Source: an optimization exercise on an open RTL-to-GDS flow (aim: small area and a short achievable clock period). Production flows keep margins and buffers that such runs may drop.
In this exercise RTL edits were held to simulation tests only and were not proved equivalent to the original.
Power is estimated from default activity; no workload was simulated.

==> flow/design.v (outline; a module is shown in full before it is edited, if it fits) <==
// module IMU_synth: 2026 lines
module IMU_synth (data, value, row, clk, rst);
  // ...
==> flow/flow/run.sh <==
#!/bin/bash
# Layout flow: the standard ORFS flow (standard.sh) with two make settings added:
#  - SYNTH_ARGS=-noabc: Yosys's synth skips its early generic "abc -fast" pass, so extract_fa
#    maps the RTL's explicit full adders directly, without polarity inverters between them.
#    Registers, their names and their cell types are the same as the standard synthesis.
#  - BUFFER_PORTS_ARGS: the port buffers are buf_2 cells (repair may resize them later).
# Each tool's full output is in orfs/logs/; make's own output goes to standard.log.
set -euo pipefail
bash standard.sh SYNTH_ARGS=-noabc "BUFFER_PORTS_ARGS=-buffer_cell sky130_fd_sc_hd__buf_2" finish > standard.log 2>&1
==> flow/standard.sh <==
#!/bin/bash
# synth_recipe.tcl (not shown) runs the flow's synth.tcl, then flattens the netlist and writes it again
# the make line also repeats each setting of config.mk as NAME=value (left out here)
make -C /OpenROAD-flow-scripts/flow DESIGN_CONFIG=/design/flow/config.mk WORK_HOME=/design/flow/orfs CLKGATE_MAP_FILE= SYNTH_SCRIPT=/design/flow/synth_recipe.tcl "${@:-finish}"
==> flow/config.mk <==
export PLATFORM = sky130hd
export DESIGN_NAME = IMU_synth
export DESIGN_NICKNAME = IMU_synth
export VERILOG_FILES = /design/flow/design.v
export SDC_FILE = /design/flow/constraint.sdc
export NUM_CORES = 4
export LEC_CHECK = 0
export ABC_CLOCK_PERIOD_IN_PS = 4000
export CAP_MARGIN = 20
export CORE_MARGIN = 2
export CORE_UTILIZATION = 35
export CTS_BUF_LIST = sky130_fd_sc_hd__clkbuf_4 sky130_fd_sc_hd__clkbuf_8
export SETUP_SLACK_MARGIN = 3.5
export SLEW_MARGIN = 20
==> flow/constraint.sdc <==
create_clock -name core_clock -period 8.0 [get_ports {clk}]
set_input_delay 1.6000 -clock core_clock [delete_from_list [all_inputs] [get_ports {clk}]]
set_output_delay 1.6000 -clock core_clock [all_outputs]
set_load 0.01 [all_outputs]
==> reports/qor.csv, run 1 <==
metric,value,unit
outcome,timing/DRC/antenna clean,
top_area_cell_class,multi-input combinational cells,
power_leader,combinational cells,
grt_setup_unrepaired,true,
whs_endpoint,s_q,
worstSetupStartpointType,flop,
cts_tree,built,
layout_commonest_cell,xnor2_1,
cts_hold_buf,0,
avgSynthCellArea,10.4,sq um
clkTransAtPathRegs,0.09,ns
synth_ff_type,dfxtp_1,
vias_per_cell,5.65,
antenna_cells,0,
multi_input_area,12900,sq um
synth_most_common_cell,xnor2_1,
synth_compound_area_share,15.9,%
yosys-top-cells-count,"xnor2_1, fa_1, a22oi_1, dfxtp_1, clkbuf_1",
fin_nets,2065,
worstPathRequired,6.40,ns
fin_tns_setup,0,ns
clockBufferDepth,2,
timing.final.crit_period,4.76,ns
wl_met1,21300,um
track_usage,20.6,%
multi_input_comb_cells,1204,
cp.depth,12,
dr_wl_met2,23500,um
yosys-mux-area-fraction,1.79,%
==> run 2: changes to the inputs <==
--- a/flow/config.mk
+++ b/flow/config.mk
@@ -6,9 +6,10 @@
 export NUM_CORES = 4
 export LEC_CHECK = 0
+export ABC_AREA = 1
 export ABC_CLOCK_PERIOD_IN_PS = 4000
 export CAP_MARGIN = 20
 export CORE_MARGIN = 2
-export CORE_UTILIZATION = 35
+export CORE_UTILIZATION = 45
 export CTS_BUF_LIST = sky130_fd_sc_hd__clkbuf_4 sky130_fd_sc_hd__clkbuf_8
-export SETUP_SLACK_MARGIN = 3.5
+export SETUP_SLACK_MARGIN = 4.1
 export SLEW_MARGIN = 20
==> reports/qor.csv, run 2 <==
metric,value,unit,change
synth_nets,2238,,was 2036
wl_met1,22000,um,was 21300 um
dpl.hpwl,33800,um,was 33200 um
antenna_found_initial,0,,unchanged
outcome,timing/DRC/antenna clean,,unchanged
cts_made_buffers,17,,unchanged
period_share,52.4,%,was 59.5%
fillers,3096,,was 4671
wl_met3,6960,um,was 4570 um
grt_setup_unrepaired,true,,unchanged
ant_nets,0,,unchanged
fp.dieH,198,um,was 223 um
grt_pass1_vias,15200,,was 13700
clock_skew,0.0190,ns,was 0.0306 ns
arrival,4.59,ns,was 3.16 ns
cap_violations,0,,unchanged
synth_area_leader_cell,fa_1,,unchanged
grt_max_degree,64,,was 41
place_congestion,0.906,,was 0.861
slowest_stage,fa_1,,was dfxtp_1
layout_common_cells,"xor2_1, o22ai_1, fa_1",,"was xnor2_1, fa_1, a22oi_1"
fin_nets,2385,,was 2065
postLayoutCellArea,21200,sq um,was 18600 sq um
finalHoldViolations,0,,unchanged
die-area,39000,sq um,was 49600 sq um
yosys_warnings,1,,unchanged
antenna_cells,0,,unchanged
place_inst,2254,,was 2225
avgSynthCellArea,9.30,sq um,was 10.4 sq um
ys_ff_latch,148,,unchanged
critPathMaxStageDelay,0.50,ns,was 0.35 ns
drt-total-wl,57500,um,was 51100 um
syn_area,16900,sq um,was 16700 sq um
crit_type,flop to flop,,was flop to output port
final_max_slew_viol_count,0,,unchanged
fin_tns_setup,0,ns,unchanged
drc_errors,0,,unchanged
initial_core_util,45.8,%,was 35.3%
preCtsSetupSlack,3.23,ns,about the same
yosysSeqAreaShare,17.6,%,was 17.7%
yosysUniqueCellTypes,35,,was 59
largest_reg_flops,31,,unchanged
critPathMaxFanout,6,,was 8
placed_area,17500,sq um,was 17800 sq um
rows,70,,was 80
clkTransAtPathRegs,0.10,ns,was 0.09 ns
crit_path_end_kind,flop,,was output port
worstSetupStartpointType,flop,,unchanged
dr_wl_met2,25300,um,was 23500 um
top_regs,"hp_q (31), hg_q (30), a_r (23)",,unchanged
worst_pin_slew,1.04,ns,was 0.802 ns
worstPathCellList,buf_4 > clkinvlp_4 > buf_4 > o22ai_1 > xor2_1 > fa_1 > fa_1 > fa_1 > ha_1 > ha_1 > ha_1 > nand2_1 > inv_1 > o21ai_0 > nand2_1 > a211oi_2 > nand2_1,,was a21o_1 > a21o_1 > a221oi_4 > o21ai_1 > clkinv_1 > a21oi_4 > o31a_4 > o211ai_4 > buf_12 > buf_12 > mux2i_2 > buf_2
synth_most_common_cell,xor2_1,,was xnor2_1
track_usage,30.2,%,was 20.6%
routedWlPerCell,23.6,um,was 22.5 um
cts_tree,built,,unchanged
cts_root_buf,clkbuf_8,,unchanged
clock_latency,0.50,ns,was 0.51 ns
relSlewSlack,30.2,%,was 46.5%
fin_cells,2440,,was 2268
drive_gt1_share,34.2,%,was 14.2%
drtIter0Drc,1750,,was 1047
drt_pass1_iterations,5,,unchanged
synth_ff_type,dfxtp_1,,unchanged
layout_commonest_cell,xor2_1,,was xnor2_1
worstPathRequired,8.40,ns,was 6.40 ns
highest_layer,met4,,unchanged
yosys-top-cells-count,"xor2_1, o22ai_1, fa_1, nand2_1, inv_1",,"was xnor2_1, fa_1, a22oi_1, dfxtp_1, clkbuf_1"
leakage,9.16,nW,was 7.49 nW
clock.fmax,0.238,GHz,was 0.210 GHz
ctsHtreeMaxLevel,4,,unchanged
clockBufferDepth,2,,unchanged
timing.final.crit_period,4.20,ns,was 4.76 ns
ir_worst_vdd,0.238,mV,was 0.213 mV
synthArstFlopShare,0,%,unchanged
netlist_top_cells_area,"fa_1, dfxtp_1, xor2_1",,"was fa_1, dfxtp_1, xnor2_1"
syn_to_final_growth,25.5,%,was 10.8%
cts_num_sinks,148,,unchanged
setup_viol,0,,unchanged
top_register,hp_q,,unchanged
synth_top_area_share,30.3,%,was 30.5%
worst_slack,3.80,ns,was 3.24 ns
gr-total-overflow,0,,unchanged
vias_per_cell,5.99,,was 5.65
synth_edf_count,0,,unchanged
holdCritPathClass,flop to flop,,unchanged
core_area,36800,sq um,was 47400 sq um
grt_pass1_wl,88500,um,was 78300 um
vias,14600,,was 12800
powerDensity,398,nW/um^2,was 406 nW/um^2
syn_inst,1813,,was 1611
boundaryPins,98,,unchanged
die_width,198,um,was 223 um
port_buffers,97,,unchanged
[run 2: changes by cell type after synthesis, moves of 64 or more]
cell and change:
a22oi_1 -249, inv_1 +64, nand2_1 +106, nand3_1 +81
o22ai_1 +264, xnor2_1 -237, xor2_1 +228
[run 2: cell type report]
cell class | instances | area [sq um] | share of cell area (%)
Inverter | 193 | 947 | 4.47
Multi-Input combinational cell | 1338 | 14100 | 66.4
Timing Repair Buffer | 240 | 1920 | 9.07
Timing Repair inverter | 22 | 158 | 0.745
Tap cell | 468 | 586 | 2.77
Sequential cell | 148 | 3070 | 14.5
Clock inverter | 14 | 189 | 0.892
Clock buffer | 17 | 234 | 1.11
[run 2: report_power, final]
part / internal, mW / switching, mW
clock network: 0.317 / 0.336
registers: 1.10 / 0.159
logic: 2.98 / 3.52
total: 4.40 / 4.02
[run 2: layer usage]
metal,up-vias,track usage [%]
li1,6261,-
met4,0,16.8
met5,-,0
met1,7009,38.3
met2,1100,46.6
met3,249,8.43
[run 2: worst paths after layout]
path,start,endpoint,slack (ns),depth (start not counted)
worst max register to register,two_r[1],ci_q,3.80,17
worst max-delay path,two_r[1],ci_q,3.80,17
worst min register to register,s_r,s_q,0.34,0
worst min-delay path,s_r,s_q,0.34,0
[run 2: what timing repair did]
action,4_1_cts,5_1_grt
setup buffers,105,19
resized for setup,376,100
endpoints found under the setup margin,83,72
hold buffers,0,0
hold endpoints to repair,0,0
pin swaps,105,52
cloned,30,0
[run 2: critical path, delay by kind of cell (launching register included)]
kind	cells	cell delay [ns]
AOI/OAI and AO/OA	3	0.59
xor gates and xnor gates	1	0.30
adders and majority gates	6	2.05
buffers and inverters	4	0.53
DFF	1	0.39
and+or+nand+nor	3	0.23
[run 2: cells by family after synthesis]
family | Yosys count | share of synthesized area [%]
xor gates and xnor gates | 301 | 15.6
and+or+nand+nor | 345 | 9.02
buffers and inverters | 333 | 7.86
DFF | 148 | 17.6
adders and majority gates | 359 | 38.0
muxes | 4 | 0.267
AOI/OAI and AO/OA | 323 | 11.7
[run 2: through the flow]
stage	utilization, %	total power, mW	hold slack, ns
2_1_floorplan	-	5.26	0.310
3_3_place_gp	47.7	6.65	0.312
3_5_place_dp	47.7	6.85	0.316
4_1_cts	55.8	8.19	0.340
5_1_grt	57.5	9.51	0.346
6_report	57.5	8.42	0.337
==> run 3: changes to the inputs <==
--- a/flow/config.mk
+++ b/flow/config.mk
@@ -12,4 +12,4 @@
 export CORE_UTILIZATION = 45
 export CTS_BUF_LIST = sky130_fd_sc_hd__clkbuf_4 sky130_fd_sc_hd__clkbuf_8
-export SETUP_SLACK_MARGIN = 4.1
+export SETUP_SLACK_MARGIN = 3.7
 export SLEW_MARGIN = 20
==> reports/qor.csv, run 3 <==
metric,value,unit,change
fin_nets,2318,,was 2385
setup_viol,0,,unchanged
ctsHtreeMaxLevel,4,,unchanged
grt_setup_unrepaired,true,,unchanged
worstSetupStartpointType,flop,,unchanged
top_regs,"hp_q (31), hg_q (30), a_r (23)",,unchanged
boundaryPins,98,,unchanged
worstPathCellList,inv_1 > buf_8 > o22ai_2 > xor2_1 > fa_2 > fa_1 > fa_2 > fa_1 > fa_1 > fa_1 > ha_1,,was buf_4 > clkinvlp_4 > buf_4 > o22ai_1 > xor2_1 > fa_1 > fa_1 > fa_1 > ha_1 > ha_1 > ha_1 > nand2_1 > inv_1 > o21ai_0 > nand2_1 > a211oi_2 > nand2_1
cap_violations,0,,unchanged
cts_made_buffers,17,,unchanged
core_area,36800,sq um,unchanged
clock_skew,0.0220,ns,was 0.0190 ns
ys_ff_latch,148,,unchanged
clock.fmax,0.234,GHz,was 0.238 GHz
fin_tns_setup,0,ns,unchanged
crit_type,flop to flop,,unchanged
period_share,53.5,%,was 52.4%
switching_share,48.1,%,was 47.8%
antenna_cells,0,,unchanged
grt_max_degree,64,,unchanged
clockBufferDepth,2,,unchanged
yosys-top-cells-count,"xor2_1, o22ai_1, fa_1, nand2_1, inv_1",,unchanged
yosysSeqAreaShare,17.6,%,unchanged
ir_worst_vdd,0.214,mV,was 0.238 mV
placed_area,17500,sq um,about the same
cts_tree,built,,unchanged
worstPathRequired,8.38,ns,was 8.40 ns
drtIter0Drc,1666,,was 1750
yosys_warnings,1,,unchanged
synth_top_area_share,30.3,%,unchanged
relSlewSlack,31.2,%,was 30.2%
crit_family,adder cells,,unchanged
synthArstFlopShare,0,%,unchanged
avgSynthCellArea,9.30,sq um,unchanged
path_common_cell,fa_1,,
pwr-share-comb,75.5,%,was 77.2%
worst_slack,3.72,ns,was 3.80 ns
port_buffers,97,,unchanged
powerDensity,400,nW/um^2,was 398 nW/um^2
preCtsSetupSlack,3.21,ns,was 3.23 ns
initial_core_util,45.8,%,unchanged
fin_cells,2374,,was 2440
crit_path_end_kind,flop,,unchanged
vias,14100,,was 14600
crit_buf_inv,2,,was 4
drt-total-wl,53500,um,was 57500 um
drc_errors,0,,unchanged
critPathMaxFanout,22,,was 6
arrival,4.66,ns,was 4.59 ns
antenna_found_initial,0,,unchanged
syn_inst,1813,,unchanged
postLayoutCellArea,19200,sq um,was 21200 sq um
place_inst,2259,,was 2254
final_util,52.1,%,was 57.5%
finalHoldViolations,0,,unchanged
place_congestion,0.920,,was 0.906
grt_pass1_wl,82800,um,was 88500 um
rows,70,,unchanged
syn_area,16900,sq um,unchanged
holdCritPathClass,flop to flop,,unchanged
grt_pass1_vias,14300,,was 15200
die_width,198,um,unchanged
synth_most_common_cell,xor2_1,,unchanged
syn_to_final_growth,13.7,%,was 25.5%
outcome,timing/DRC/antenna clean,,unchanged
clkTransAtPathRegs,0.10,ns,about the same
clock_latency,0.50,ns,about the same
synth_edf_count,0,,unchanged
p_sw,3.69,mW,was 4.02 mW
clkPwrFrac,8.3,%,was 7.8%
reg2reg_slack,3.72,ns,was 3.80 ns
cts_num_sinks,148,,unchanged
die-area,39000,sq um,unchanged
dpl.hpwl,34000,um,was 33800 um
synth_ff_type,dfxtp_1,,unchanged
gr-total-overflow,0,,unchanged
cts_root_buf,clkbuf_8,,unchanged
worst_pin_slew,1.02,ns,was 1.04 ns
critPathMaxStageDelay,0.54,ns,was 0.50 ns
drive_gt1_share,19.7,%,was 34.2%
fillers,3326,,was 3096
synth_nets,2238,,unchanged
synth_area_leader_cell,fa_1,,unchanged
largest_reg_flops,31,,unchanged
layout_common_cells,"xor2_1, o22ai_1, fa_1",,unchanged
fp.dieH,198,um,unchanged
slowest_stage,fa_2,,was fa_1
layout_commonest_cell,xor2_1,,unchanged
timing.final.crit_period,4.28,ns,was 4.20 ns
power.internal,3.98,mW,was 4.40 mW
top_register,hp_q,,unchanged
yosysUniqueCellTypes,35,,unchanged
power_frac_seq,16.1,%,was 15.0%
routedWlPerCell,22.5,um,was 23.6 um
ant_nets,0,,unchanged
netlist_top_cells_area,"fa_1, dfxtp_1, xor2_1",,unchanged
drt_pass1_iterations,8,,was 5
leakage,8.60,nW,was 9.16 nW
track_usage,28.0,%,was 30.2%
vias_per_cell,5.95,,was 5.99
final_max_slew_viol_count,0,,unchanged
## run 3: changes by cell type in the layout (fill, tap and decap cells not counted), sizes merged
cell,change
buf,-58
clkinvlp,-7
inv,+4
bufinv,-3
nand2,-2
clkbuf,+1
clkinv,-1
## run 3: repair_timing
| action | 4_1_cts | 5_1_grt |
|---|---|---|
| hold buffers | 0 | 0 |
| pin swaps | 5 | 22 |
| setup endpoints to repair | 69 | 62 |
| setup buffers | 37 | 26 |
| gates resized for setup | 93 | 80 |
| cloned | 18 | 2 |
## run 3: cell type report
type	count	area (sq um)	share of cell area (%)
repair buffers	181	1290	6.71
flip-flops and latches	148	3030	15.8
repair inverters	16	113	0.587
inverters	193	846	4.41
clock inverters	13	158	0.822
multi-input cells	1336	12900	67.3
well taps	468	586	3.05
clock buffers	19	262	1.36
## run 3: worst reg2reg max path, delay by kind of cell (launching register included)
kind / cells / cell delay, ns
buffers and inverters: 2 / 0.27
xor gates and xnor gates: 1 / 0.28
DFF: 1 / 0.39
adders and majority gates: 7 / 2.99
AOI/OAI and AO/OA: 1 / 0.20
## run 3: final timing paths
| check | start | endpoint | cells after the start |
|---|---|---|---|
| worst max register to register | two_r[6] | hp_q[12] | 11 |
| worst min register to register | s_r | s_q | 0 |
| worst min-delay path | s_r | s_q | 0 |
| worst max-delay path | two_r[6] | hp_q[12] | 11 |
## run 3: routing by layer
metal / GRT usage (%) / vias to the layer above / part of all wire, %
met5: 0 / - / 0
met4: 13.8 / 0 / 5.8
met3: 8.81 / 269 / 12
met2: 41.8 / 1011 / 42
met1: 36.6 / 6712 / 40
li1: - / 6134 / -
## run 3: cells by family after synthesis
kind of cell	after synthesis	synth area share, %
adders and majority gates	359	38.0
and+or+nand+nor	345	9.02
buffers and inverters	333	7.86
AOI/OAI and AO/OA	323	11.7
xor gates and xnor gates	301	15.6
DFF	148	17.6
muxes	4	0.267
## run 3: per-stage QoR
stage / hold slack (ns) / total power, mW
detailed placement: 0.328 / 6.77
global route: 0.358 / 8.81
finish: 0.345 / 7.67
CTS: 0.350 / 7.59
floorplan: 0.310 / 5.20
global placement: 0.310 / 6.59
## run 3: power by group through the flow
| stage | sequential, mW | combinational [mW] | clock, mW |
|---|---|---|---|
| 2_1_floorplan | 1.21 | 4.00 | 0 |
| 3_3_place_gp | 1.24 | 5.35 | 0 |
| 3_5_place_dp | 1.24 | 5.53 | 0 |
| 4_1_cts | 1.24 | 5.68 | 0.664 |
| 5_1_grt | 1.26 | 6.85 | 0.694 |
| 6_report | 1.24 | 5.79 | 0.641 |
==> run 4: changes to the inputs <==
--- a/flow/config.mk
+++ b/flow/config.mk
@@ -12,4 +12,4 @@
 export CORE_UTILIZATION = 45
 export CTS_BUF_LIST = sky130_fd_sc_hd__clkbuf_4 sky130_fd_sc_hd__clkbuf_8
-export SETUP_SLACK_MARGIN = 3.7
+export SETUP_SLACK_MARGIN = 3.9
 export SLEW_MARGIN = 20
==> reports/qor.csv, run 4 <==
metric,value,unit,change
clkTransAtPathRegs,0.10,ns,about the same
ant_nets,0,,unchanged
initial_core_util,45.8,%,unchanged
setup_viol,0,,unchanged
cts_root_buf,clkbuf_8,,unchanged
drtIter0Drc,1839,,was 1666
outcome,timing/DRC/antenna clean,,unchanged
synth_nets,2238,,unchanged
antenna_found_initial,0,,unchanged
fp.dieH,198,um,unchanged
slowest_stage,fa_2,,unchanged
dpl.hpwl,34200,um,was 34000 um
ys_ff_latch,148,,unchanged
worstHoldPathCells,0,,unchanged
drive_gt1_share,30.8,%,was 19.7%
boundaryPins,98,,unchanged
layout_common_cells,"xor2_1, o22ai_1, fa_1",,unchanged
clock_skew,0.0271,ns,was 0.0220 ns
leakage,9.10,nW,was 8.60 nW
clock.fmax,0.242,GHz,was 0.234 GHz
rows,70,,unchanged
synth_most_common_cell,xor2_1,,unchanged
grt_use_met2,42.4,%,was 41.8%
top_register,hp_q,,unchanged
grt.busiest_layer,met2,,unchanged
syn_inst,1813,,unchanged
routedWlPerCell,22.9,um,was 22.5 um
die-area,39000,sq um,unchanged
place_inst,2259,,unchanged
yosysSeqAreaShare,17.6,%,unchanged
cts_made_buffers,17,,unchanged
fin_nets,2375,,was 2318
cts_num_sinks,148,,unchanged
syn_area,16900,sq um,unchanged
layout_commonest_cell,xor2_1,,unchanged
worst_pin_slew,1.25,ns,was 1.02 ns
fin_tns_setup,0,ns,unchanged
crit_path_end_kind,flop,,unchanged
holdCritPathClass,flop to flop,,unchanged
core_area,36800,sq um,unchanged
synthArstFlopShare,0,%,unchanged
cts_tree,built,,unchanged
worstPathRequired,8.39,ns,was 8.38 ns
port_buffers,97,,unchanged
place_congestion,0.918,,was 0.920
clock_latency,0.52,ns,was 0.50 ns
antenna_cells,0,,unchanged
avgSynthCellArea,9.30,sq um,unchanged
critPathMaxFanout,4,,was 22
crit_type,flop to flop,,unchanged
final_max_slew_viol_count,0,,unchanged
die_width,198,um,unchanged
finalHoldViolations,0,,unchanged
ir_worst_vdd,0.287,mV,was 0.214 mV
synth_ff_type,dfxtp_1,,unchanged
cp.depth,11,,unchanged
synth_top_area_share,30.3,%,unchanged
yosysUniqueCellTypes,35,,unchanged
period_share,51.6,%,was 53.5%
crit_buf_inv,2,,unchanged
ctsHtreeMaxLevel,4,,unchanged
worstPathCellList,clkinvlp_4 > buf_6 > o22ai_4 > xor2_2 > fa_1 > fa_2 > fa_2 > fa_2 > fa_2 > fa_2 > ha_1,,was inv_1 > buf_8 > o22ai_2 > xor2_1 > fa_2 > fa_1 > fa_2 > fa_1 > fa_1 > fa_1 > ha_1
grt_pass1_wl,83900,um,was 82800 um
crit_family,adder cells,,unchanged
netlist_top_cells_area,"fa_1, dfxtp_1, xor2_1",,unchanged
timing.final.crit_period,4.13,ns,was 4.28 ns
yosys-top-cells-count,"xor2_1, o22ai_1, fa_1, nand2_1, inv_1",,unchanged
grt_setup_unrepaired,true,,unchanged
yosys_warnings,1,,unchanged
grt_max_degree,64,,unchanged
gr-total-overflow,0,,unchanged
drt_pass1_iterations,8,,unchanged
drc_errors,0,,unchanged
cap_violations,0,,unchanged
use_met1,37.2,%,was 36.6%
largest_reg_flops,31,,unchanged
worstSetupStartpointType,flop,,unchanged
clockBufferDepth,2,,unchanged
syn_to_final_growth,23.7,%,was 13.7%
synth_edf_count,0,,unchanged
vias_per_cell,5.95,,about the same
top_regs,"hp_q (31), hg_q (30), a_r (23)",,unchanged
synth_area_leader_cell,fa_1,,unchanged
drt-total-wl,55700,um,was 53500 um
vias,14500,,was 14100
reg2regPathDepth,11,,unchanged
track_usage,28.6,%,was 28.0%
grt_pass1_vias,14500,,was 14300
p_total,8.50,mW,was 7.67 mW
arrival,4.52,ns,was 4.66 ns
cts_hold_buf,0,,unchanged
powerDensity,408,nW/um^2,was 400 nW/um^2
critPathMaxStageDelay,0.53,ns,was 0.54 ns
path_common_cell,fa_2,,was fa_1
relSlewSlack,16.6,%,was 31.2%
grt_util_met3,8.62,%,was 8.81%
fin_cells,2431,,was 2374
-- run 4: kinds of logic after synthesis --
group | Yosys count | synth area share (%)
AOI/OAI and AO/OA | 323 | 11.7
xor gates and xnor gates | 301 | 15.6
adders and majority gates | 359 | 38.0
buffers and inverters | 333 | 7.86
DFF | 148 | 17.6
muxes | 4 | 0.267
and+or+nand+nor | 345 | 9.02
-- run 4: final timing paths --
path              slack (ns)      from  endpoint
hold reg to reg         0.33       s_r       s_q
setup / recovery        3.87  one_r[8]   hp_q[7]
setup reg to reg        3.87  one_r[8]   hp_q[7]
hold / removal          0.33       s_r       s_q
-- run 4: final cells by class --
class | count | area (sq um)
Inverter | 193 | 888
Clock buffer | 17 | 234
Multi-Input combinational cell | 1338 | 13800
Timing Repair inverter | 18 | 130
Fill cell | 3143 | 15900
Sequential cell | 148 | 3070
Timing Repair Buffer | 234 | 1980
Tap cell | 468 | 586
Clock inverter | 15 | 179
-- run 4: report_power, final --
group / switching, mW / total [mW] / internal (mW)
registers: 0.146 / 1.25 / 1.11
clock network: 0.363 / 0.629 / 0.266
logic: 3.60 / 6.62 / 3.02
total: 4.11 / 8.50 / 4.39
-- run 4: what timing repair did --
item | in CTS | in global routing
endpoints found under the setup margin | 72 | 64
gates resized for setup | 189 | 246
cloned | 21 | 3
hold endpoints to repair | 0 | 0
buffers inserted | 75 | 41
pin swaps | 31 | 111
-- run 4: per-layer routing --
metal  vias up  wire length [um]
li1       6256                 -
met1      6928             21600
met2      1034             24400
met3       240              6550
met4         0              3100
met5         -                 0
-- run 4: metrics by stage --
| step | util (%) | hold WS, ns | setup slack [ns] | cell area, sq um |
|---|---|---|---|---|
| floorplan | - | 0.310 | 3.88 | 16900 |
| global placement | 47.6 | 0.311 | 3.29 | 17500 |
| detailed placement | 47.6 | 0.316 | 3.28 | 17500 |
| CTS | 52.5 | 0.338 | 3.87 | 19300 |
| global route | 56.7 | 0.340 | 3.77 | 20900 |
| finish | 56.7 | 0.334 | 3.87 | 20900 |
==> run 5: changes to the inputs <==
--- a/flow/config.mk
+++ b/flow/config.mk
@@ -12,4 +12,4 @@
 export CORE_UTILIZATION = 45
 export CTS_BUF_LIST = sky130_fd_sc_hd__clkbuf_4 sky130_fd_sc_hd__clkbuf_8
-export SETUP_SLACK_MARGIN = 3.9
+export SETUP_SLACK_MARGIN = 3.5
 export SLEW_MARGIN = 20
==> reports/qor.csv, run 5 <==
metric,value,unit,change
yosys-top-cells-count,"xor2_1, o22ai_1, fa_1, nand2_1, inv_1",,unchanged
antenna_found_initial,0,,unchanged
worstPathRequired,8.39,ns,about the same
vias,14000,,was 14500
worstSetupStartpointType,flop,,unchanged
ant_nets,0,,unchanged
fin_cells,2349,,was 2431
ctsHtreeMaxLevel,4,,unchanged
synth_top_area_share,30.3,%,unchanged
fillers,3451,,was 3143
powerDensity,405,nW/um^2,was 408 nW/um^2
grt_setup_unrepaired,false,,was true
clockBufferDepth,2,,unchanged
ir_worst_vdd,0.194,mV,was 0.287 mV
synth_area_leader_cell,fa_1,,unchanged
boundaryPins,98,,unchanged
port_buffers,97,,unchanged
track_usage,26.8,%,was 28.6%
setup_viol,0,,unchanged
postLayoutCellArea,18600,sq um,was 20900 sq um
synthArstFlopShare,0,%,unchanged
syn_to_final_growth,10.6,%,was 23.7%
clock_skew,0.0339,ns,was 0.0271 ns
yosysUniqueCellTypes,35,,unchanged
drtIter0Drc,1610,,was 1839
worst_slack,3.51,ns,was 3.87 ns
top_register,hp_q,,unchanged
grt_max_degree,64,,unchanged
grt_pass1_vias,14100,,was 14500
vias_per_cell,5.95,,about the same
final_max_slew_viol_count,0,,unchanged
core_area,36800,sq um,unchanged
drc_errors,0,,unchanged
grt_pass1_wl,79400,um,was 83900 um
cts_made_buffers,17,,unchanged
fin_tns_setup,0,ns,unchanged
routedWlPerCell,22.7,um,was 22.9 um
finalHoldViolations,0,,unchanged
synth_edf_count,0,,unchanged
regArea,3000,sq um,was 3070 sq um
yosys_warnings,1,,unchanged
period_share,56.1,%,was 51.6%
gr-total-overflow,0,,unchanged
multi_input_area,12700,sq um,was 13800 sq um
initial_core_util,45.8,%,unchanged
preCtsSetupSlack,3.22,ns,was 3.28 ns
syn_inst,1813,,unchanged
fin_nets,2294,,was 2375
synth_most_common_cell,xor2_1,,unchanged
cts_num_sinks,148,,unchanged
dpl.hpwl,33800,um,was 34200 um
leakage,8.41,nW,was 9.10 nW
cts_tree,built,,unchanged
rows,70,,unchanged
crit_type,flop to flop,,unchanged
holdCritPathClass,flop to flop,,unchanged
drt_pass1_iterations,6,,was 8
worst_pin_slew,1.05,ns,was 1.25 ns
top_regs,"hp_q (31), hg_q (30), a_r (23)",,unchanged
clock.fmax,0.223,GHz,was 0.242 GHz
avgSynthCellArea,9.30,sq um,unchanged
layout_common_cells,"xor2_1, o22ai_1, fa_1",,unchanged
place_congestion,0.901,,was 0.918
antenna_cells,0,,unchanged
synth_ff_type,dfxtp_1,,unchanged
critPathMaxFanout,26,,was 4
clkTransAtPathRegs,0.10,ns,about the same
ys_ff_latch,148,,unchanged
cts_root_buf,clkbuf_8,,unchanged
layout_commonest_cell,xor2_1,,unchanged
relSlewSlack,29.1,%,was 16.6%
fp.dieH,198,um,unchanged
outcome,timing/DRC/antenna clean,,unchanged
arrival,4.88,ns,was 4.52 ns
die-area,39000,sq um,unchanged
cap_violations,0,,unchanged
synth_nets,2238,,unchanged
cts_hold_buf,0,,unchanged
drt-total-wl,53300,um,was 55700 um
drive_gt1_share,16.2,%,was 30.8%
p_total,7.56,mW,was 8.50 mW
die_width,198,um,unchanged
syn_area,16900,sq um,unchanged
crit_path_end_kind,flop,,unchanged
netlist_top_cells_area,"fa_1, dfxtp_1, xor2_1",,unchanged
place_inst,2258,,was 2259
largest_reg_flops,31,,unchanged
timing.final.crit_period,4.49,ns,was 4.13 ns
placed_area,17500,sq um,about the same
clock_latency,0.52,ns,about the same
yosysSeqAreaShare,17.6,%,unchanged
## run 5: changes by cell type in the layout (fill, tap and decap cells not counted), moves of 21 or more
cell	previous run	this run
o22ai_2	38	0
o22ai_1	218	264
dfxtp_1	105	131
fa_2	74	0
fa_1	181	255
buf_6	31	1
buf_4	86	51
nand2_1	148	169
## run 5: worst paths after layout
check,endpoint,start,cells past startpoint,slack [ns]
worst max-delay path,hp_q[10],neg_r[0],10,3.51
worst min-delay path,s_q,s_r,0,0.34
worst max register to register,hp_q[10],neg_r[0],10,3.51
worst min register to register,s_q,s_r,0,0.34
## run 5: critical path: stages (launching register included)
cell     delay (ns)
dfxtp_1        0.32
buf_4          0.39
inv_1          0.20
xor2_1         0.22
fa_1           0.54
fa_1           0.49
fa_1           0.48
fa_1           0.49
fa_1           0.46
fa_1           0.54
ha_1           0.21
## run 5: final cells by class
type / instances / area share (%)
multi-input combinational: 1336 / 67.9
sequential: 148 / 16.1
timing repair buffer: 156 / 5.47
inverter: 193 / 4.47
tap: 468 / 3.14
clock buffer: 17 / 1.25
clock inverter: 14 / 1.02
timing repair inverter: 17 / 0.644
## run 5: cell families after synthesis
family	count (synthesis)	synth area share, %
muxes	4	0.267
xor gates and xnor gates	301	15.6
AOI/OAI and AO/OA	323	11.7
and+or+nand+nor	345	9.02
DFF	148	17.6
buffers and inverters	333	7.86
adders and majority gates	359	38.0
## run 5: per-stage QoR
stage	util (%)	hold WS [ns]
after floorplan	-	0.310
after global placement	47.5	0.310
after detailed placement	47.5	0.327
after CTS	49.2	0.348
after global routing	50.7	0.351
final	50.7	0.344
## run 5: what timing repair did
item / in CTS / in global routing
cloned: 8 / 13
gates resized for setup: 22 / 76
setup endpoints to repair: 60 / 67
buffers inserted: 10 / 29
pin swaps: 0 / 5
endpoints found under the hold margin: 0 / 0
## run 5: metal layers
layer  GRT usage [%]  vias up  share of wire, %
met5               0        -                 0
met4            12.4        0               4.8
met3            6.83      201                12
met2            40.9     1003                43
met1            35.6     6672                40
li1                -     6090                 -
## run 5: power by group
part | internal [mW] | leakage, nW | total [mW] | switching, mW
Combinational | 2.51 | 6.95 | 5.65 | 3.15
Sequential | 1.10 | 1.25 | 1.24 | 0.146
Clock | 0.318 | 0.211 | 0.662 | 0.345
Total | 3.92 | 8.41 | 7.56 | 3.64
==> run 6: changes to the inputs <==
--- a/flow/config.mk
+++ b/flow/config.mk
@@ -6,5 +6,4 @@
 export NUM_CORES = 4
 export LEC_CHECK = 0
-export ABC_AREA = 1
 export ABC_CLOCK_PERIOD_IN_PS = 4000
 export CAP_MARGIN = 20
@@ -12,4 +11,4 @@
 export CORE_UTILIZATION = 45
 export CTS_BUF_LIST = sky130_fd_sc_hd__clkbuf_4 sky130_fd_sc_hd__clkbuf_8
-export SETUP_SLACK_MARGIN = 3.5
+export SETUP_SLACK_MARGIN = 3.8
 export SLEW_MARGIN = 20
==> reports/qor.csv, run 6 <==
metric,value,unit,change
multi_input_area,13000,sq um,was 12700 sq um
die-area,38800,sq um,was 39000 sq um
crit_type,flop to output port,,was flop to flop
place_inst,2075,,was 2258
grt_setup_unrepaired,true,,was false
avgSynthCellArea,10.4,sq um,was 9.30 sq um
top_register,hp_q,,unchanged
synth_most_common_cell,xnor2_1,,was xor2_1
drtIter0Drc,1320,,was 1610
cts_num_sinks,148,,unchanged
syn_to_final_growth,14.5,%,was 10.6%
yosys-top-cells-count,"xnor2_1, fa_1, a22oi_1, dfxtp_1, clkbuf_1",,"was xor2_1, o22ai_1, fa_1, nand2_1, inv_1"
netlist_top_cells_area,"fa_1, dfxtp_1, xnor2_1",,"was fa_1, dfxtp_1, xor2_1"
yosysSeqAreaShare,17.7,%,was 17.6%
arrival,3.22,ns,was 4.88 ns
top_regs,"hp_q (31), hg_q (30), a_r (23)",,unchanged
worstSetupStartpointType,flop,,unchanged
ir_worst_vdd,0.204,mV,was 0.194 mV
synthArstFlopShare,0,%,unchanged
synth_nets,2036,,was 2238
routedWlPerCell,24.0,um,was 22.7 um
syn_inst,1611,,was 1813
leakage,7.76,nW,was 8.41 nW
pwr-share-comb,75.8,%,was 74.8%
timing.final.crit_period,4.82,ns,was 4.49 ns
clock_skew,0.0180,ns,was 0.0339 ns
cts_made_buffers,17,,unchanged
fin_nets,2082,,was 2294
crit_path_end_kind,output port,,was flop
finalHoldViolations,0,,unchanged
synth_top_area_share,30.5,%,was 30.3%
layout_common_cells,"xnor2_1, fa_1, a22oi_1",,"was xor2_1, o22ai_1, fa_1"
powerDensity,392,nW/um^2,was 405 nW/um^2
synth_edf_count,0,,unchanged
outcome,timing/DRC/antenna clean,,unchanged
gr-total-overflow,0,,unchanged
layout_commonest_cell,xnor2_1,,was xor2_1
drc_errors,0,,unchanged
period_share,60.3,%,was 56.1%
fin_cells,2137,,was 2349
die_width,197,um,was 198 um
placed_area,17600,sq um,was 17500 sq um
grt_max_degree,41,,was 64
switching_share,46.1,%,was 48.1%
synth_ff_type,dfxtp_1,,unchanged
ant_nets,0,,unchanged
slowest_stage,dfxtp_4,,was fa_1
drt_pass1_iterations,6,,unchanged
cap_violations,0,,unchanged
place_congestion,0.848,,was 0.901
clkPwrFrac,7.2,%,was 8.8%
drt-total-wl,51200,um,was 53300 um
final_max_slew_viol_count,0,,unchanged
initial_core_util,45.7,%,was 45.8%
rows,70,,unchanged
ys_ff_latch,148,,unchanged
worst_pin_slew,0.438,ns,was 1.05 ns
yosysUniqueCellTypes,59,,was 35
vias,13000,,was 14000
clock_latency,0.49,ns,was 0.52 ns
critPathMaxFanout,8,,was 26
regArea,3020,sq um,was 3000 sq um
boundaryPins,98,,unchanged
power.internal,4.05,mW,was 3.92 mW
grt_pass1_wl,75800,um,was 79400 um
final_util,52.3,%,was 50.7%
p_sw,3.46,mW,was 3.64 mW
grt_pass1_vias,13100,,was 14100
worstPathRequired,6.40,ns,was 8.39 ns
fp.dieH,197,um,was 198 um
worst_slack,3.18,ns,was 3.51 ns
fin_tns_setup,0,ns,unchanged
vias_per_cell,6.07,,was 5.95
fillers,3350,,was 3451
track_usage,25.8,%,was 26.8%
yosys_warnings,1,,unchanged
cts_hold_buf,0,,unchanged
antenna_cells,0,,unchanged
largest_reg_flops,31,,unchanged
holdCritPathClass,flop to flop,,unchanged
cts_root_buf,clkbuf_8,,unchanged
core_area,36600,sq um,was 36800 sq um
clkTransAtPathRegs,0.09,ns,was 0.10 ns
preCtsSetupSlack,3.13,ns,was 3.22 ns
antenna_found_initial,0,,unchanged
worstPathCellList,a21oi_4 > o22ai_4 > a41oi_4 > a211oi_4 > buf_6 > o211ai_4 > a21oi_4 > o31a_2 > o211ai_4 > buf_12 > buf_16 > mux2i_2 > buf_2,,was buf_4 > inv_1 > xor2_1 > fa_1 > fa_1 > fa_1 > fa_1 > fa_1 > fa_1 > ha_1
relSlewSlack,70.6,%,was 29.1%
clock.fmax,0.207,GHz,was 0.223 GHz
drive_gt1_share,17.2,%,was 16.2%
syn_area,16700,sq um,was 16900 sq um
cts_tree,built,,unchanged
dpl.hpwl,31500,um,was 33800 um
synth_area_leader_cell,fa_1,,unchanged
critPathMaxStageDelay,0.39,ns,was 0.54 ns
clockBufferDepth,2,,unchanged
postLayoutCellArea,19200,sq um,was 18600 sq um
power_frac_seq,16.9,%,was 16.4%
port_buffers,97,,unchanged
ctsHtreeMaxLevel,4,,unchanged
setup_viol,0,,unchanged
-- run 6: changes by cell type after synthesis, moves of 30 or more --
cell and change:
o22ai_1 -264, a22oi_1 +249, xnor2_1 +237, xor2_1 -228, nand2_1 -106, nand3_1 -81
inv_1 -64, clkbuf_1 +30, mux2i_1 +30, nor2_1 -30
-- run 6: cell families after synthesis --
logic type               Yosys count  synth area share (%)
XOR/XNOR                         310                  16.2
AO/OA/AOI/OAI                    364                  15.9
adder cells (fa/ha/maj)          359                  38.3
buffers and inverters            259                  5.94
flip-flops                       148                  17.7
AND/OR/NAND/NOR                  141                  4.18
multiplexers                      30                  1.79
-- run 6: path summary, 6_finish.rpt --
check / slack (ns) / cells past startpoint / startpoint / to
worst max-delay path: 3.18 / 13 / ci_q / data[27]
worst min-delay path: 0.33 / 0 / s_r / s_q
worst max register to register: 3.90 / 10 / a_r[22] / hp_q[12]
worst min register to register: 0.33 / 0 / s_r / s_q
-- run 6: metal layers --
metal,track usage [%],wire length (um),vias up
met5,0,86,-
met4,8.83,1150,2
met3,5.46,5680,98
met2,39.4,23000,812
met1,36.5,21300,6493
li1,-,-,5564
-- run 6: layout make-up --
type                            instances  area share (%)
Clock buffer                           19            1.30
Tap cell                              468            3.06
Inverter                              104            2.04
Timing Repair Buffer                  182            9.35
Multi-Input combinational cell       1204            68.0
Clock inverter                         12           0.496
Sequential cell                       148            15.7
-- run 6: power groups by stage --
stage               Combinational [mW]  Sequential (mW)  Clock, mW
floorplan                         3.90             1.22          0
global placement                  5.21             1.26          0
detailed placement                5.37             1.27          0
CTS                               5.60             1.26      0.564
global route                      6.65             1.30      0.591
finish                            5.69             1.27      0.544
-- run 6: worst max-delay path, delay by kind of cell (launching register included) --
kind	cells	cell delay, ns
mux	1	0.25
buf+inv	4	0.65
flops	1	0.39
compound gates	8	1.41
-- run 6: through the flow --
stage          total power, mW  hold slack (ns)
3_3_place_gp              6.48            0.313
6_report                  7.51            0.334
3_5_place_dp              6.63            0.315
2_1_floorplan             5.13            0.310
4_1_cts                   7.42            0.337
5_1_grt                   8.53            0.351
-- run 6: what timing repair did --
item / in CTS / in global routing
pin swaps: 9 / 13
setup endpoints to repair: 66 / 48
gates resized for setup: 91 / 107
buffers inserted: 8 / 12
cloned: 2 / 9
==> run 7: changes to the inputs <==
--- a/flow/config.mk
+++ b/flow/config.mk
@@ -6,4 +6,5 @@
 export NUM_CORES = 4
 export LEC_CHECK = 0
+export ABC_AREA = 1
 export ABC_CLOCK_PERIOD_IN_PS = 4000
 export CAP_MARGIN = 20
==> reports/qor.csv, run 7 <==
metric,value,unit,change
timing.final.crit_period,4.22,ns,was 4.82 ns
antenna_found_initial,0,,unchanged
arrival,4.60,ns,was 3.22 ns
core_area,36800,sq um,was 36600 sq um
place_inst,2256,,was 2075
slowest_stage,fa_1,,was dfxtp_4
initial_core_util,45.8,%,was 45.7%
die_width,198,um,was 197 um
critPathMaxStageDelay,0.53,ns,was 0.39 ns
critPathMaxFanout,5,,was 8
netlist_top_cells_area,"fa_1, dfxtp_1, xor2_1",,"was fa_1, dfxtp_1, xnor2_1"
synth_edf_count,0,,unchanged
worstPathCellList,clkinvlp_4 > o22ai_2 > xor2_1 > fa_1 > fa_2 > fa_1 > fa_1 > fa_1 > fa_1 > ha_1,,was a21oi_4 > o22ai_4 > a41oi_4 > a211oi_4 > buf_6 > o211ai_4 > a21oi_4 > o31a_2 > o211ai_4 > buf_12 > buf_16 > mux2i_2 > buf_2
setup_viol,0,,unchanged
drive_gt1_share,22.4,%,was 17.2%
clock.fmax,0.237,GHz,was 0.207 GHz
leakage,8.68,nW,was 7.76 nW
grt_pass1_vias,14500,,was 13100
grt_setup_unrepaired,true,,unchanged
fin_cells,2385,,was 2137
vias_per_cell,5.94,,was 6.07
crit_buf_inv,1,,was 4
worst_slack,3.78,ns,was 3.18 ns
ys_ff_latch,148,,unchanged
track_usage,28.4,%,was 25.8%
clockBufferDepth,2,,unchanged
holdCritPathClass,flop to flop,,unchanged
syn_inst,1813,,was 1611
drc_errors,0,,unchanged
boundaryPins,98,,unchanged
cts_num_sinks,148,,unchanged
ant_nets,0,,unchanged
hp-start,s_r,,unchanged
synth_nets,2238,,was 2036
yosys-top-cells-count,"xor2_1, o22ai_1, fa_1, nand2_1, inv_1",,"was xnor2_1, fa_1, a22oi_1, dfxtp_1, clkbuf_1"
drtIter0Drc,1566,,was 1320
yosysUniqueCellTypes,35,,was 59
syn_area,16900,sq um,was 16700 sq um
outcome,timing/DRC/antenna clean,,unchanged
worstHoldPathCells,0,,unchanged
grt_max_degree,64,,was 41
ctsHtreeMaxLevel,4,,unchanged
cts_tree,built,,unchanged
r2r-start,one_r[0],,was a_r[22]
place_congestion,0.888,,was 0.848
worstPathRequired,8.38,ns,was 6.40 ns
final_max_slew_viol_count,0,,unchanged
largest_reg_flops,31,,unchanged
fp.dieH,198,um,was 197 um
vias,14200,,was 13000
reg2reg_slack,3.78,ns,was 3.90 ns
period_share,52.7,%,was 60.3%
yosysSeqAreaShare,17.6,%,was 17.7%
syn_to_final_growth,16.0,%,was 14.5%
ir_worst_vdd,0.320,mV,was 0.204 mV
top_regs,"hp_q (31), hg_q (30), a_r (23)",,unchanged
cp-startpoint,one_r[0],,was ci_q
die-area,39000,sq um,was 38800 sq um
crit_family,adder cells,,was compound AO/OA/AOI/OAI gates
relSlewSlack,28.5,%,was 70.6%
preCtsSetupSlack,3.11,ns,was 3.13 ns
p_total,7.91,mW,was 7.51 mW
fin_nets,2329,,was 2082
powerDensity,404,nW/um^2,was 392 nW/um^2
finalHoldViolations,0,,unchanged
clock_skew,0.0244,ns,was 0.0180 ns
synth_top_area_share,30.3,%,was 30.5%
dpl.hpwl,34000,um,was 31500 um
drt_pass1_iterations,6,,unchanged
whs_endpoint,s_q,,unchanged
reg2regPathDepth,10,,unchanged
rr_endpoint,hp_q[7],,was hp_q[12]
routedWlPerCell,22.9,um,was 24.0 um
antenna_cells,0,,unchanged
worst_pin_slew,1.06,ns,was 0.438 ns
avgSynthCellArea,9.30,sq um,was 10.4 sq um
clkTransAtPathRegs,0.11,ns,was 0.09 ns
cap_violations,0,,unchanged
port_buffers,97,,unchanged
layout_common_cells,"xor2_1, o22ai_1, fa_1",,"was xnor2_1, fa_1, a22oi_1"
crit_type,flop to flop,,was flop to output port
path_common_cell,fa_1,,
cts_root_buf,clkbuf_8,,unchanged
worstSetupStartpointType,flop,,unchanged
fin_tns_setup,0,ns,unchanged
clock_latency,0.50,ns,was 0.49 ns
yosys_warnings,1,,unchanged
layout_commonest_cell,xor2_1,,was xnor2_1
crit_path_end_kind,flop,,was output port
grt_pass1_wl,83800,um,was 75800 um
gr-total-overflow,0,,unchanged
synth_area_leader_cell,fa_1,,unchanged
synth_ff_type,dfxtp_1,,unchanged
top_register,hp_q,,unchanged
synth_most_common_cell,xor2_1,,was xnor2_1
cts_hold_buf,0,,unchanged
rows,70,,unchanged
cts_made_buffers,17,,unchanged
drt-total-wl,54600,um,was 51200 um
synthArstFlopShare,0,%,unchanged
run 7: changes by cell type in the layout (fill, tap and decap cells not counted), sizes merged, moves of 70 or more:
cell and delta:
o22ai +263, a22oi -249, xnor2 -237, xor2 +228, nand2 +125, nand3 +81, inv +70
run 7: worst max path at each step:
stage,to,slack (ns),cells after the start
after floorplan,hp_q[7],3.80,10
after global placement,hp_q[10],3.18,10
after detailed placement,hp_q[10],3.11,10
after CTS,hp_q[10],3.77,11
after global routing,hp_q[10],3.73,11
final,hp_q[7],3.78,10
run 7: per-layer routing:
metal,share of wire (%),GRT usage (%),vias to the layer above
li1,-,-,6158
met1,39,36.8,6810
met2,43,42.3,989
met3,12,8.83,211
met4,5.2,15.7,0
met5,0,0,-
run 7: cells by family (layout without fill, tap and decap cells):
group | count (synthesis) | after routing | share of synthesized area (%)
simple gates | 345 | 350 | 9.02
mux | 4 | 4 | 0.267
flops | 148 | 148 | 17.6
compound gates | 323 | 323 | 11.7
buf+inv | 333 | 432 | 7.86
xor+xnor | 301 | 301 | 15.6
fa+ha+maj | 359 | 359 | 38.0
run 7: power breakdown:
part,switching (mW),internal (mW)
Combinational,3.35,2.70
Sequential,0.150,1.10
Clock,0.343,0.268
run 7: area by class of cell:
type	instances	area (sq um)
multi-input cells	1337	13100
well taps	468	586
repair buffers	188	1470
inverters	193	867
fillers	3350	17200
clock buffers	19	255
clock inverters	13	135
flip-flops and latches	148	3040
repair inverters	19	140
run 7: timing repair:
action	CTS	global route
pin swaps	14	26
gates resized for setup	137	96
cloned	22	2
buffers inserted	48	25
endpoints found under the setup margin	75	60
run 7: metrics by stage:
step | hold slack (ns) | cell area (sq um) | utilization [%]
6_report | 0.333 | 19600 | 53.2
4_1_cts | 0.335 | 18900 | 51.4
5_1_grt | 0.339 | 19600 | 53.2
3_5_place_dp | 0.314 | 17500 | 47.5
2_1_floorplan | 0.310 | 16900 | -
3_3_place_gp | 0.310 | 17500 | 47.5

==> what the ideal ports hide <==
No port has a modelled driver above. Below, the same layouts with a new extraction and two added sets of constraints.
Step 1 sets driving cells, clkbuf_16 on the clock port and buf_2 on the other inputs (assumed; they add their load-dependent delay and slew).
Step 2 moves the port delays by t, midway between the first and last clock arrival at a register: inputs arrive t later, outputs are due t later. That takes back most of the time a late clock gives input paths.
a / b / c = no drivers / after step 1 / after step 2; a / b = the first two.
run	shift t [ns]	slack for setup (ns)	slew at the worst register clock pin (ns)	worst data-port slew with drivers (ns)
run 1	0.542	3.240 / 3.190 / 3.519	0.12 / 0.12	0.05
run 2	0.543	3.804 / 3.804 / 3.804	0.10 / 0.10	0.04
run 3	0.542	3.720 / 3.720 / 3.720	0.10 / 0.10	0.04
run 4	0.553	3.874 / 3.874 / 3.874	0.12 / 0.12	0.04
run 5	0.551	3.511 / 3.511 / 3.511	0.11 / 0.11	0.04
run 6	0.531	3.178 / 3.127 / 3.658	0.09 / 0.09	0.05
run 7	0.546	3.782 / 3.782 / 3.782	0.11 / 0.11	0.04
After both steps setup and hold are still met in every run listed.
